Background: an optimization exercise with open tools, aiming at small area, a short achievable clock period and few clock cycles. Do not read the settings as production practice. Where RTL was checked, it was by simulation tests only, not by an equivalence proof against the original. No activity file was given, so power comes from the tool's default toggle rates.

Design LCD_CTRL, start of the top module:
module LCD_CTRL(
    input clk, cmd_valid, reset,
    input [3:0] cmd,
    input [7:0] IROM_Q,
    output IRAM_valid, IROM_rd, busy, done,
    output [5:0] IROM_A,
    output [5:0] IRAM_A,
    output [7:0] IRAM_D
);
export LEC_CHECK = 0
export ABC_AREA = 1
export CAP_MARGIN = 20
export CORE_MARGIN = 2
export CORE_UTILIZATION = 55
export CTS_CLUSTER_DIAMETER = 100
export CTS_CLUSTER_SIZE = 24
export SLEW_MARGIN = 20
export SYNTH_HIERARCHICAL = 1
create_clock -name core_clock -period 10.0 [get_ports {clk}]
standard.sh (not shown) runs the stock make flow with config.mk's settings and CLKGATE_MAP_FILE= SYNTH_SCRIPT=/design/flow/synth_recipe.tcl, a recipe that flattens the netlist after the stock synthesis.
==> flow/flow/run.sh <==
#!/bin/bash
# The standard layout with three changes: plain buffers on the ports; in the otherwise standard
# (hierarchical) synthesis, the pixel banks (module lcd_bank) are mapped by an area-oriented ABC
# script (flow/bank.script) and the rest by the standard one; timing repair aiming for a setup
# slack of 7 ns at the 10 ns clock.
set -euo pipefail
here=$(pwd)
cat > own_synth.tcl <<EOF2
proc abc {args} {
  set i [lsearch -exact \$args -script]
  set a2 \$args
  lset a2 [expr {\$i + 1}] $here/flow/bank.script
  yosys abc {*}\$a2 lcd_bank
  yosys abc {*}\$args LCD_CTRL
}
EOF2
cat synth_recipe.tcl >> own_synth.tcl
export BUFFER_PORTS_ARGS="-buffer_cell sky130_fd_sc_hd__buf_4"
bash standard.sh SYNTH_SCRIPT=$here/own_synth.tcl SETUP_SLACK_MARGIN=7 finish > standard.log 2>&1
==> flow/flow/bank.script <==
strash
dch
amap
topo
stime -c
Testbench counts at the start, summed over its fixed seeds: cycles 11,240.
Edit:
--- a/flow/flow/run.sh
+++ b/flow/flow/run.sh
@@ -4,3 +4,3 @@
 # script (flow/bank.script) and the rest by the standard one; timing repair aiming for a setup
-# slack of 7 ns at the 10 ns clock.
+# slack of 6.85 ns at the 10 ns clock.
 set -euo pipefail
@@ -18,2 +18,2 @@
 export BUFFER_PORTS_ARGS="-buffer_cell sky130_fd_sc_hd__buf_4"
-bash standard.sh SYNTH_SCRIPT=$here/own_synth.tcl SETUP_SLACK_MARGIN=7 finish > standard.log 2>&1
+bash standard.sh SYNTH_SCRIPT=$here/own_synth.tcl SETUP_SLACK_MARGIN=6.85 finish > standard.log 2>&1
Settings changed: CTS_CLUSTER_DIAMETER 100 to unset, CTS_CLUSTER_SIZE 24 to unset.
Clock-buffer cell count is higher by 34; design area is higher slightly; sequential share of layout area is lower by 1.0 points; area after synthesis is unchanged; clock skew is higher by 3.2 ps; sequential power is about the same; maximum frequency is lower by a few percent.
Edit:
--- a/flow/flow/run.sh
+++ b/flow/flow/run.sh
@@ -4,3 +4,3 @@
 # script (flow/bank.script) and the rest by the standard one; timing repair aiming for a setup
-# slack of 6.85 ns at the 10 ns clock.
+# slack of 7 ns at the 10 ns clock.
 set -euo pipefail
@@ -18,2 +18,2 @@
 export BUFFER_PORTS_ARGS="-buffer_cell sky130_fd_sc_hd__buf_4"
-bash standard.sh SYNTH_SCRIPT=$here/own_synth.tcl SETUP_SLACK_MARGIN=6.85 finish > standard.log 2>&1
+bash standard.sh SYNTH_SCRIPT=$here/own_synth.tcl SETUP_SLACK_MARGIN=7 finish > standard.log 2>&1
What happened: Hold slack improved by 6.5 ps. Final area went up slightly. Clock power falls slightly. Register-to-register slack is about the same.
Edit:
--- a/flow/flow/run.sh
+++ b/flow/flow/run.sh
@@ -3,3 +3,3 @@
 # (hierarchical) synthesis, the pixel banks (module lcd_bank) are mapped by an area-oriented ABC
-# script (flow/bank.script) and the rest by the standard one; timing repair aiming for a setup
+# script (flow/bank.script) and the rest by flow/top.script; timing repair aiming for a setup
 # slack of 7 ns at the 10 ns clock.
@@ -13,3 +13,4 @@
   yosys abc {*}\$a2 lcd_bank
-  yosys abc {*}\$args LCD_CTRL
+  lset a2 [expr {\$i + 1}] $here/flow/top.script
+  yosys abc {*}\$a2 LCD_CTRL
 }
==> flow/flow/top.script (new file) <==
strash
dch -f
map -B 0.9
topo
stime -c
buffer -c
upsize -c
dnsize -c
=> Final area came out higher slightly; global-route usage came out lower by 0.12 points; via count hardly moves; register-to-register slack got worse by 60 ps; fmax came out lower slightly; final cell count came out lower slightly; die area came out lower slightly; total power came out higher slightly; worst hold slack barely changes; non-clock buffer count came out higher by 5.

* * *

Setup of run 1:
Another version of the RTL of LCD_CTRL (not shown whole).
For scale: roughly 670 flip-flops, roughly 39 I/O pins, about 0.031 sq mm of cells after synthesis.
==> flow/design.v (excerpt) <==
module LCD_CTRL(
    input clk, cmd_valid, reset,
    input [3:0] cmd,
    input [7:0] IROM_Q,
    output IRAM_valid, IROM_rd, busy, done,
    output [5:0] IROM_A,
    output [5:0] IRAM_A,
    output [7:0] IRAM_D
);
clock: 10.0 ns
lec_check: 0
abc_area: 1
cap_margin: 20
core_margin: 2
core_utilization: 55
slew_margin: 20
==> flow/flow/run.sh <==
#!/bin/bash
# The standard layout, with timing repair aiming for a setup slack of 7 ns at the 10 ns clock.
set -euo pipefail
bash standard.sh SETUP_SLACK_MARGIN=7 finish > standard.log 2>&1
Run 1 completed end to end with timing, DRC and antenna clean.
Here is what was changed in the inputs of run 2 compared with run 1.
- CORE_UTILIZATION changed from 55 to 30
- CTS_BUF_LIST newly set to sky130_fd_sc_hd__clkbuf_8
==> flow/flow/run.sh <==
#!/bin/bash
# The standard layout, with timing repair aiming for a setup slack of 7.5 ns at the 10 ns clock.
set -euo pipefail
bash standard.sh SETUP_SLACK_MARGIN=7.5 finish > standard.log 2>&1
Notes after the runs:
- Going from run 1 to run 2, the routed length per instance was found to have gone down by 4.7 microns.
- Uppermost signal routing layer after detailed routing: met4 -> run 2, met5 -> run 1
- When run 2 is measured against run 1, its number of buffers inserted to repair setup after CTS turns out 64 higher.
- Diff run 1 -> run 2 | global-route track usage on met2 | decrease of 25 points
- Die area | run 2 > run 1
#### Input delta (run 3 over run 2)
==> flow/flow/run.sh <==
#!/bin/bash
# The standard layout, with timing repair aiming for a setup slack of 7 ns at the 10 ns clock.
set -euo pipefail
bash standard.sh SETUP_SLACK_MARGIN=7 finish > standard.log 2>&1
Run 3 has share of power burned in combinational logic below what run 2 had. When the final numbers for run 3 and run 2 were put side by side, the power turned out to be smaller in run 3. Note that the design area recorded for run 2 amounts to 1.08 times the value seen in run 3. In terms of global-route usage, run 3 and run 2 differ only marginally. Run 3 -> run 2: shortest clock period the worst path allows after layout flat. Run 3 packs its core more loosely than run 2.
Input-level comparison between run 4 and run 3:
- CTS_BUF_LIST no longer set, was sky130_fd_sc_hd__clkbuf_8
[summary]
- Taking run 3 as 1.0, run 4 lands at 0.910 on non-clock buffer count.
- Compare run 4 and run 3 | sequential share of power lower: run 4
- Looking at tightest slew margin relative to the limit, run 4 sits 0.35 points higher than run 3 does.
- Relative to run 3, the per-cell routed wire length of run 4 is higher by about 2%.
- On sequential share of layout area, the lower figure sits with run 3, not run 4.
- Compared run 4 vs run 3, and total power draw is up in run 4.
- From run 3 to run 4 the numbers moved as follows: routed wire length held; via count shrank by 154; setup slack rose 0.085 ns; final critical delay including setup and external delays decreased by 0.085 ns relative to the old numbers; count of placed standard cells in the final layout, fillers left out lower.
No functional check of the RTL was part of any run of this note.

* * *

== wip/yarrow ==
Another version of the RTL of LCD_CTRL (not shown whole).
Size: about 2,300 cells after synthesis, roughly 39 I/O pins.
export LEC_CHECK = 0
export ABC_AREA = 1
export CAP_MARGIN = 20
export CORE_MARGIN = 2
export CORE_UTILIZATION = 55
export SLEW_MARGIN = 20
create_clock -name core_clock -period 10.0 [get_ports {clk}]
==> flow/flow/run.sh <==
#!/bin/bash
# The standard layout with three changes: plain buffers on the ports, an area-oriented ABC
# mapping script (flow/area.script) in the otherwise standard synthesis, and timing repair
# aiming for a setup slack of 7 ns at the 10 ns clock.
set -euo pipefail
here=$(pwd)
cat > own_synth.tcl <<EOF2
proc abc {args} {
  set i [lsearch -exact \$args -script]
  if {\$i >= 0} { lset args [expr {\$i + 1}] $here/flow/area.script }
  yosys abc {*}\$args
}
EOF2
cat synth_recipe.tcl >> own_synth.tcl
export BUFFER_PORTS_ARGS="-buffer_cell sky130_fd_sc_hd__buf_4"
bash standard.sh SYNTH_SCRIPT=$here/own_synth.tcl SETUP_SLACK_MARGIN=7 finish > standard.log 2>&1
==> flow/flow/area.script <==
strash
dch
amap
topo
stime -c
Testbench counts of wip/yarrow, summed over its fixed seeds: cycles 11,240.
--- input diff wip/yarrow..wip/amber ---
==> flow/flow/area.script <==
strash
dc2
dch -f
map
topo
stime -c
buffer -c
upsize -c
dnsize -c
Results
Tightest slew margin relative to the limit was higher in wip/yarrow than in wip/amber. Note that the post-synth design cell area recorded for wip/yarrow amounts to 0.950 times the value seen in wip/amber. In the reports for wip/yarrow and wip/amber, the smaller critical path's largest stage delay belongs to wip/amber. Post-route clock period utilization is higher on wip/yarrow. Sort wip/yarrow and wip/amber by TritonCTS buffer count desc -> top: wip/yarrow. Power improves in wip/amber relative to wip/yarrow. busy_r$_DFFE_PP0P_ as the timing startpoint of the critical path was reported by wip/amber, and ri1[0]$_DFFE_PP1P_ by wip/yarrow. Number of vias per cell after detailed routing: wip/amber vs wip/yarrow down about 6.5%. [diff] finished layout cell area, wip/amber relative to wip/yarrow: improvement.
> inputs changed (wip/amber -> wip/pepper)
==> flow/flow/run.sh <==
#!/bin/bash
# The standard layout, with timing repair aiming for a setup slack of 7 ns at the 10 ns clock.
set -euo pipefail
bash standard.sh SETUP_SLACK_MARGIN=7 finish > standard.log 2>&1
removed: flow/flow/area.script
Results
Compared with wip/amber, in wip/pepper total wirelength of the detailed-routed design decreased about 1.3%; highest clock rate up 1.1%.
Going from wip/amber to wip/pepper, cell count after synthesis +21%, register-to-register slack climbed 70 ps, per-cell routed wire length lower.
Re number of placement rows: wip/amber and wip/pepper aren't equal, and the lower value belongs to wip/amber.
Sequential cell area share: wip/amber and wip/pepper compared, lower one is wip/amber
Relative to wip/amber, wip/pepper degrades static leakage power.
The worst hold slack in wip/pepper sits 8.1 ps below the value recorded for wip/amber.
Inputs modified between wip/pepper and wip/ember:
# wip/pepper
export LEC_CHECK = 0
export ABC_AREA = 1
export CAP_MARGIN = 20
export CORE_MARGIN = 2
export CORE_UTILIZATION = 55
export SLEW_MARGIN = 20
create_clock -name core_clock -period 10.0 [get_ports {clk}]
# wip/ember
export LEC_CHECK = 0
export ABC_AREA = 1
export CAP_MARGIN = 20
export CORE_MARGIN = 2
export CORE_UTILIZATION = 70
export SLEW_MARGIN = 20
create_clock -name core_clock -period 10.0 [get_ports {clk}]
Results
Compared with wip/pepper, wip/ember shows maximum VDD drop that has gone up by more than 10%.
For wip/ember, the launch point of the worst path was x3[3]$_DFF_P_, unlike wip/pepper, where it was busy_r$_DFFE_PP0P_.
Taking wip/pepper as 1.0, wip/ember lands at 0.888 on overall die width.
Diff wip/ember and wip/pepper: signed area change from the synthesized netlist to the final layout lower in wip/ember
wip/ember against wip/pepper: highest clock frequency the design can meet now smaller, cell count now sits lower.
Layout checks on wip/ember: not met. Flow itself completed; violations: capacitance limit, slew limit.
For internal power, wip/ember and wip/pepper come out practically identical.
Changes in wip/fjord relative to wip/ember:
# wip/ember
export LEC_CHECK = 0
export ABC_AREA = 1
export CAP_MARGIN = 20
export CORE_MARGIN = 2
export CORE_UTILIZATION = 70
export SLEW_MARGIN = 20
create_clock -name core_clock -period 10.0 [get_ports {clk}]
# wip/fjord
export LEC_CHECK = 0
export ABC_AREA = 1
export CAP_MARGIN = 20
export CORE_MARGIN = 2
export CORE_UTILIZATION = 55
export SLEW_MARGIN = 20
create_clock -name core_clock -period 10.0 [get_ports {clk}]
==> flow/flow/run.sh <==
#!/bin/bash
# The standard layout, with plain buffers on the ports and timing repair aiming for a setup
# slack of 7 ns at the 10 ns clock.
set -euo pipefail
export BUFFER_PORTS_ARGS="-buffer_cell sky130_fd_sc_hd__buf_4"
bash standard.sh SETUP_SLACK_MARGIN=7 finish > standard.log 2>&1
- wip/fjord: all stages complete, timing, DRC and antenna checks passed
- wip/fjord against wip/ember: combined area of the multi-input logic cells dropped about 1.2%; summed instance area of the synthesized netlist barely changed; sequential cell area share dropped 0.20 points.
- Highest metal layer with signal wires: met4 -> wip/ember, met5 -> wip/fjord
- On final cycle utilization of the critical path: wip/fjord sits below wip/ember.
- Against wip/ember, routed wire length in wip/fjord came out better.
- Of the two candidates, wip/ember has the worse fmax and wip/fjord the better one.
- The post-layout net count of wip/ember and that of wip/fjord are within noise of each other.
- In the flow results for wip/fjord and wip/ember, the final hold slack is larger on wip/ember.
- Measured against each other, wip/fjord and wip/ember differ in iteration count of the initial detailed-routing pass, the higher figure coming from wip/ember.
- Higher power share of the clock group was reported by wip/fjord, not wip/ember.
- Via count (wip/fjord over wip/ember): decrease, about 9%
### wip/fjord -> wip/harbor
==> flow/flow/run.sh <==
#!/bin/bash
# The standard layout with three changes: plain buffers on the ports, an area-oriented ABC
# mapping script (flow/area.script) in the otherwise standard synthesis, and timing repair
# aiming for a setup slack of 7 ns at the 10 ns clock.
set -euo pipefail
here=$(pwd)
cat > own_synth.tcl <<EOF2
proc abc {args} {
  set i [lsearch -exact \$args -script]
  if {\$i >= 0} { lset args [expr {\$i + 1}] $here/flow/area.script }
  yosys abc {*}\$args
}
EOF2
cat synth_recipe.tcl >> own_synth.tcl
export BUFFER_PORTS_ARGS="-buffer_cell sky130_fd_sc_hd__buf_4"
bash standard.sh SYNTH_SCRIPT=$here/own_synth.tcl SETUP_SLACK_MARGIN=7 finish > standard.log 2>&1
==> flow/flow/area.script (new file) <==
strash
dch -f
map -B 0.9
topo
stime -c
buffer -c
upsize -c
dnsize -c
--- outcome ---
- Hold slack: wip/fjord vs wip/harbor — no meaningful difference
- Clock-buffer cell count, wip/harbor vs wip/fjord: up by a few percent
- Comparing wip/fjord and wip/harbor, the lower highest clock frequency the design can meet was measured on wip/harbor.
- | core utilization | lower: wip/harbor |

what the ideal ports hide:
The results above use ideal ports. As a check the final layouts listed here were re-extracted and re-timed, cells and wires unchanged.
Step 1 sets driving cells, clkbuf_16 on the clock port and buf_2 on the other inputs (assumed; they add their load-dependent delay and slew).
Step 2 also shifts input and output timing later by t, the mid clock arrival at the registers, as if the neighbouring blocks saw the same clock.
Slacks: ideal / step 1 / step 2; pairs: ideal / step 1.
run	shift t [ns]	setup slack, ns	latest minus earliest clock arrival (ns)	pins driven straight from the clock port
the first run of note 1	0.650	6.830 / 6.762 / 6.371	0.029 / 0.028	1
the second run of note 1	0.671	6.734 / 6.765 / 6.094	0.031 / 0.032	1
the third run of note 1	0.665	6.837 / 6.771 / 6.383	0.025 / 0.025	1
the fourth run of note 1	0.678	6.821 / 6.787 / 6.398	0.030 / 0.031	1
run 1	0.675	6.686 / 6.686 / 6.272	0.033 / 0.032	1
run 2	0.785	6.616 / 6.554 / 6.474	0.071 / 0.071	1
run 3	0.780	6.617 / 6.561 / 6.211	0.074 / 0.074	1
run 4	0.674	6.702 / 6.683 / 6.267	0.038 / 0.038	1
wip/yarrow	0.675	6.695 / 6.695 / 6.095	0.021 / 0.021	1
wip/amber	0.691	6.765 / 6.702 / 6.397	0.038 / 0.038	1
wip/pepper	0.682	6.800 / 6.733 / 6.298	0.039 / 0.039	1
wip/ember	0.702	6.782 / 6.745 / 6.252	0.038 / 0.039	1
wip/fjord	0.689	6.830 / 6.765 / 6.334	0.045 / 0.045	1
wip/harbor	0.685	6.804 / 6.737 / 6.396	0.042 / 0.042	1
The setup slack of the second run of note 1, which loses most, moves by +0.031 ns with the drivers and by -0.640 ns with both steps.
